This design comes from an exercise in tuning for small area and a short achievable clock period on the open sky130 flow, not from production work. Only simulation tests tie the RTL to the original design; equivalence was not proved.

// LSTM
module LSTM(clk, Of, En, Ci, Cip, In, Ui, Uf, Uk, Uo, Wi, Wk, Wf, Wo, Vo, Bi, Bo, Bf, Bk, PrevH, Cout, Hout);
Size in the first run: roughly 1400 cells after synthesis, ~25 flip-flops, about 150 I/O pins, roughly 14000 µm² of cells after synthesis.
clock: 45.0 ns
lec_check: 0
cap_margin: 20
core_margin: 2
core_utilization: 40
cts_buf_list: sky130_fd_sc_hd__clkbuf_8
cts_cluster_diameter: 200
cts_cluster_size: 30
slew_margin: 20
synth_hierarchical: 1
standard.sh (not shown) runs the stock make flow with config.mk's settings and CLKGATE_MAP_FILE= SYNTH_SCRIPT=/design/flow/synth_recipe.tcl, a recipe that flattens the netlist after the stock synthesis.
==> flow/flow/run.sh <==
#!/bin/bash
set -euo pipefail
export BUFFER_PORTS_ARGS="-buffer_cell sky130_fd_sc_hd__buf_1"
bash standard.sh > standard_flow.log 2>&1
The baseline completed without violations.
==> next run, changes <==
--- a/flow/config.mk
+++ b/flow/config.mk
@@ -11,4 +11,2 @@
 export CTS_BUF_LIST = sky130_fd_sc_hd__clkbuf_8
-export CTS_CLUSTER_DIAMETER = 200
-export CTS_CLUSTER_SIZE = 30
 export SLEW_MARGIN = 20
Effect: The changed run passed the timing, DRC and antenna checks; sequential share of layout area stays the same; clock-buffer cell count stays the same; die area is unchanged.
==> next run, changes <==
--- a/flow/config.mk
+++ b/flow/config.mk
@@ -9,3 +9,3 @@
 export CORE_MARGIN = 2
-export CORE_UTILIZATION = 40
+export CORE_UTILIZATION = 70
 export CTS_BUF_LIST = sky130_fd_sc_hd__clkbuf_8
Effect: The changed run completed without violations. Fmax is lower slightly. Count of clock-buffer cells in the layout is unchanged. Cell count goes down by roughly a tenth. Non-clock buffer count came out lower by 1. Via count goes up by a few percent.
==> next run, changes <==
==> flow/flow/run.sh (replaced) <==
#!/bin/bash
set -euo pipefail
export BUFFER_PORTS_ARGS="-buffer_cell sky130_fd_sc_hd__buf_2"
export SETUP_SLACK_MARGIN=22
bash standard.sh > standard_flow.log 2>&1
--- a/flow/config.mk
+++ b/flow/config.mk
@@ -9,4 +9,3 @@
 export CORE_MARGIN = 2
-export CORE_UTILIZATION = 70
-export CTS_BUF_LIST = sky130_fd_sc_hd__clkbuf_8
+export CORE_UTILIZATION = 40
 export SLEW_MARGIN = 20
The new run went through all stages and came out clean.
Synthesized cell count stays the same.
Worst setup slack improved by 1.0 ns.
Final area went up by roughly a tenth.
Die area went up by well over a third.
Global-route usage went down by 11 points.
Critical path depth went up by 2.
Area after synthesis does not change.
Clock-buffer cell count does not change.
First-iteration DRC count went up by a quarter to a third.
==> next run, changes <==
==> flow/flow/run.sh (replaced) <==
#!/bin/bash
set -euo pipefail
export BUFFER_PORTS_ARGS="-buffer_cell sky130_fd_sc_hd__buf_1"
export RECOVER_POWER=100
bash standard.sh > standard_flow.log 2>&1
--- a/flow/config.mk
+++ b/flow/config.mk
@@ -10,2 +10,3 @@
 export CORE_UTILIZATION = 40
+export CTS_BUF_LIST = sky130_fd_sc_hd__clkbuf_8
 export SLEW_MARGIN = 20
Outcome: The new run finished but fails on max-capacitance violations, max-slew violations; design area decreases by 8.0%; setup slack gets worse by 1.8 ns; utilization drops by 3.7 points; non-clock buffer count drops by 17; flip-flop and latch count is unchanged; hold slack gets worse by 0.019 ns; die area stays the same; routed wire length fell by about 7.5%; global-route usage fell by 1.2 points; count of clock-buffer cells in the layout stays the same.

========
LSTM, a different RTL version from the one above (not shown whole).
Size: ~1400 cells after synthesis, ~25 flip-flops, about 150 I/O pins, ~14000 um^2 of cells after synthesis.
clock: 45.0 ns
lec_check: 0
cap_margin: 20
core_margin: 2
core_utilization: 40
cts_buf_list: sky130_fd_sc_hd__clkbuf_8
slew_margin: 20
synth_hierarchical: 1
==> flow/flow/run.sh <==
#!/bin/bash
set -euo pipefail
export BUFFER_PORTS_ARGS="-buffer_cell sky130_fd_sc_hd__buf_1"
bash standard.sh > standard_flow.log 2>&1
Rerun with:
- PLACE_DENSITY: not set -> 0.85
First-iteration DRC count climbs by well over a third.
Maximum frequency came out lower slightly.
Design area barely changes.

========
Setup of cedar:
LSTM with an RTL version that a note above also has.
Size in the first run: about 1400 cells after synthesis, about 25 flip-flops, about 150 I/O pins.
Settings: LEC_CHECK=0, CAP_MARGIN=20, CORE_MARGIN=2, CORE_UTILIZATION=40, CTS_BUF_LIST=sky130_fd_sc_hd__clkbuf_8, SLEW_MARGIN=20, SYNTH_HIERARCHICAL=1; clock period 45.0 ns.
==> flow/flow/run.sh <==
#!/bin/bash
set -euo pipefail
export BUFFER_PORTS_ARGS="-buffer_cell sky130_fd_sc_hd__buf_1"
export SETUP_SLACK_MARGIN=20
export TNS_END_PERCENT=0
bash standard.sh > standard_flow.log 2>&1
Per the final summary, cedar finished and its layout is clean on timing, DRC and antenna.
For amber, these inputs were changed with respect to cedar:
Settings: SLEW_MARGIN changed from 20 to 0; CAP_MARGIN changed from 20 to 0.
==> flow/flow/run.sh <==
#!/bin/bash
set -euo pipefail
export BUFFER_PORTS_ARGS="-buffer_cell sky130_fd_sc_hd__buf_1"
bash standard.sh > standard_flow.log 2>&1
[summary]
cedar and amber all finish clean.
Cell area after layout ended up 5.3% lower on amber than on cedar.
On antenna diode instance count: between cedar and amber, it ends up higher for amber.
Taking cedar as the reference, in amber sequential share of layout area picked up an extra 0.18 points; via count lost 321; number of vias per cell after detailed routing lost 0.070; max-cap violation count neither gained nor lost much.
[diff] setup slack, amber relative to cedar: regression
Setup changes, amber to raven
Settings: a change of CAP_MARGIN from 0 to 20; a change of CORE_UTILIZATION from 40 to 55; a change of SLEW_MARGIN from 0 to 20.
Results
- Core utilization: raven higher than amber
- Changes observed in raven relative to amber: area of the placeable core now sits lower, worst slack on hold paths now sits higher.
- From amber to raven the numbers moved as follows: count of TritonRoute iterations in the first routing pass now sits lower; peak fanout along the critical path now sits lower; share of cell area taken by multi-input logic gates now sits higher.
What sierra does differently from raven at the input level:
Settings: changing CORE_UTILIZATION from 55 to 40; removing CTS_BUF_LIST (formerly sky130_fd_sc_hd__clkbuf_8).
## What came out
sierra went all the way through synthesis, placement and routing and the layout is clean on timing, DRC and antenna.
When the final numbers for sierra and raven were put side by side, the worst slew margin relative to its limit turned out to be greater in sierra.
Compared with raven, sierra shows a die area that is 0.0095 mm2 higher.
For the setup slack, sierra came in 420 ps higher than raven did.
sierra vs raven on proportion of cell area occupied by multi-input gates: sierra is the lower one.
Changes in lagoon relative to sierra:
==> flow/flow/run.sh <==
#!/bin/bash
set -euo pipefail
export BUFFER_PORTS_ARGS="-buffer_cell sky130_fd_sc_hd__buf_2"
bash standard.sh > standard_flow.log 2>&1
[summary]
sierra → lagoon: period utilization went up 0.45 points; minimum setup slack in the final design decreased 200 ps; clock period minus worst slack +200 ps.
Global-route wire length before repair across sierra and lagoon: no real change.
When lagoon is set beside sierra, its met1 usage turns out to be 0.43 points smaller.
Between sierra and lagoon, the via count does not differ in any meaningful way.
sierra and lagoon ended up with nearly the same core utilization.
Final cell count, lagoon vs sierra: down slightly
#### Input delta (maple over lagoon)
--- a/flow/flow/run.sh
+++ b/flow/flow/run.sh
@@ -3,2 +3,3 @@
 export BUFFER_PORTS_ARGS="-buffer_cell sky130_fd_sc_hd__buf_2"
+export SETUP_SLACK_MARGIN=20
 bash standard.sh > standard_flow.log 2>&1
Notes after the runs:
Against lagoon as the reference, maple delivers a higher worst-case setup margin in the final layout. [maple vs lagoon] net total in the final layout: higher in maple. maple -> lagoon: number of buffers inserted during clock tree synthesis delta 0, exact match. maple finished every stage and its layout cleared the timing, DRC and antenna checks. Hold slack, maple and lagoon, higher one = maple. The lower fmax of maple and lagoon is in lagoon. Diff lagoon -> maple | overall fraction of global-route tracks in use | increase of 0.69 points. The final reports for maple and lagoon show routed wire length higher in the former.

[afterwards: timing with drivers on the ports]
The flow's constraints put no driver on any port. The routed layouts listed below were extracted and timed again, unchanged, in two steps.
Step 1 sets driving cells, clkbuf_16 on the clock port and buf_2 on the other inputs (assumed; they add their load-dependent delay and slew).
Step 2, shift: input delay + t, output delay - t, t = (earliest + latest rising clock arrival at the registers) / 2. This alone moves slack from input paths to output paths.
Slacks: ideal ports / drivers / drivers and shift; pairs: ideal ports / drivers.
run	t, ns	setup WS [ns]	latest minus earliest clock arrival (ns)
the first run of note 1	0.298	19.071 / 19.044 / 19.044	0.006 / 0.006
the second run of note 1	0.298	19.071 / 19.044 / 19.044	0.006 / 0.006
the third run of note 1	0.289	18.796 / 18.770 / 18.770	0.009 / 0.009
the fourth run of note 1	0.296	19.791 / 19.674 / 19.674	0.002 / 0.003
the fifth run of note 1	0.298	17.989 / 17.967 / 17.967	0.005 / 0.005
the first run of note 2	0.302	19.219 / 19.195 / 19.195	0.011 / 0.011
the second run of note 2	0.303	19.126 / 19.104 / 19.104	0.005 / 0.004
cedar	0.298	19.649 / 19.625 / 19.625	0.004 / 0.004
amber	0.298	19.071 / 19.044 / 19.044	0.006 / 0.006
raven	0.296	18.655 / 18.623 / 18.623	0.005 / 0.005
sierra	0.288	19.075 / 19.047 / 19.047	0.003 / 0.003
lagoon	0.292	18.870 / 18.849 / 18.849	0.004 / 0.005
maple	0.287	19.706 / 19.648 / 19.648	0.003 / 0.003
The setup slack of the fourth run of note 1, which loses most, moves by -0.117 ns with the drivers and by -0.117 ns with both steps.
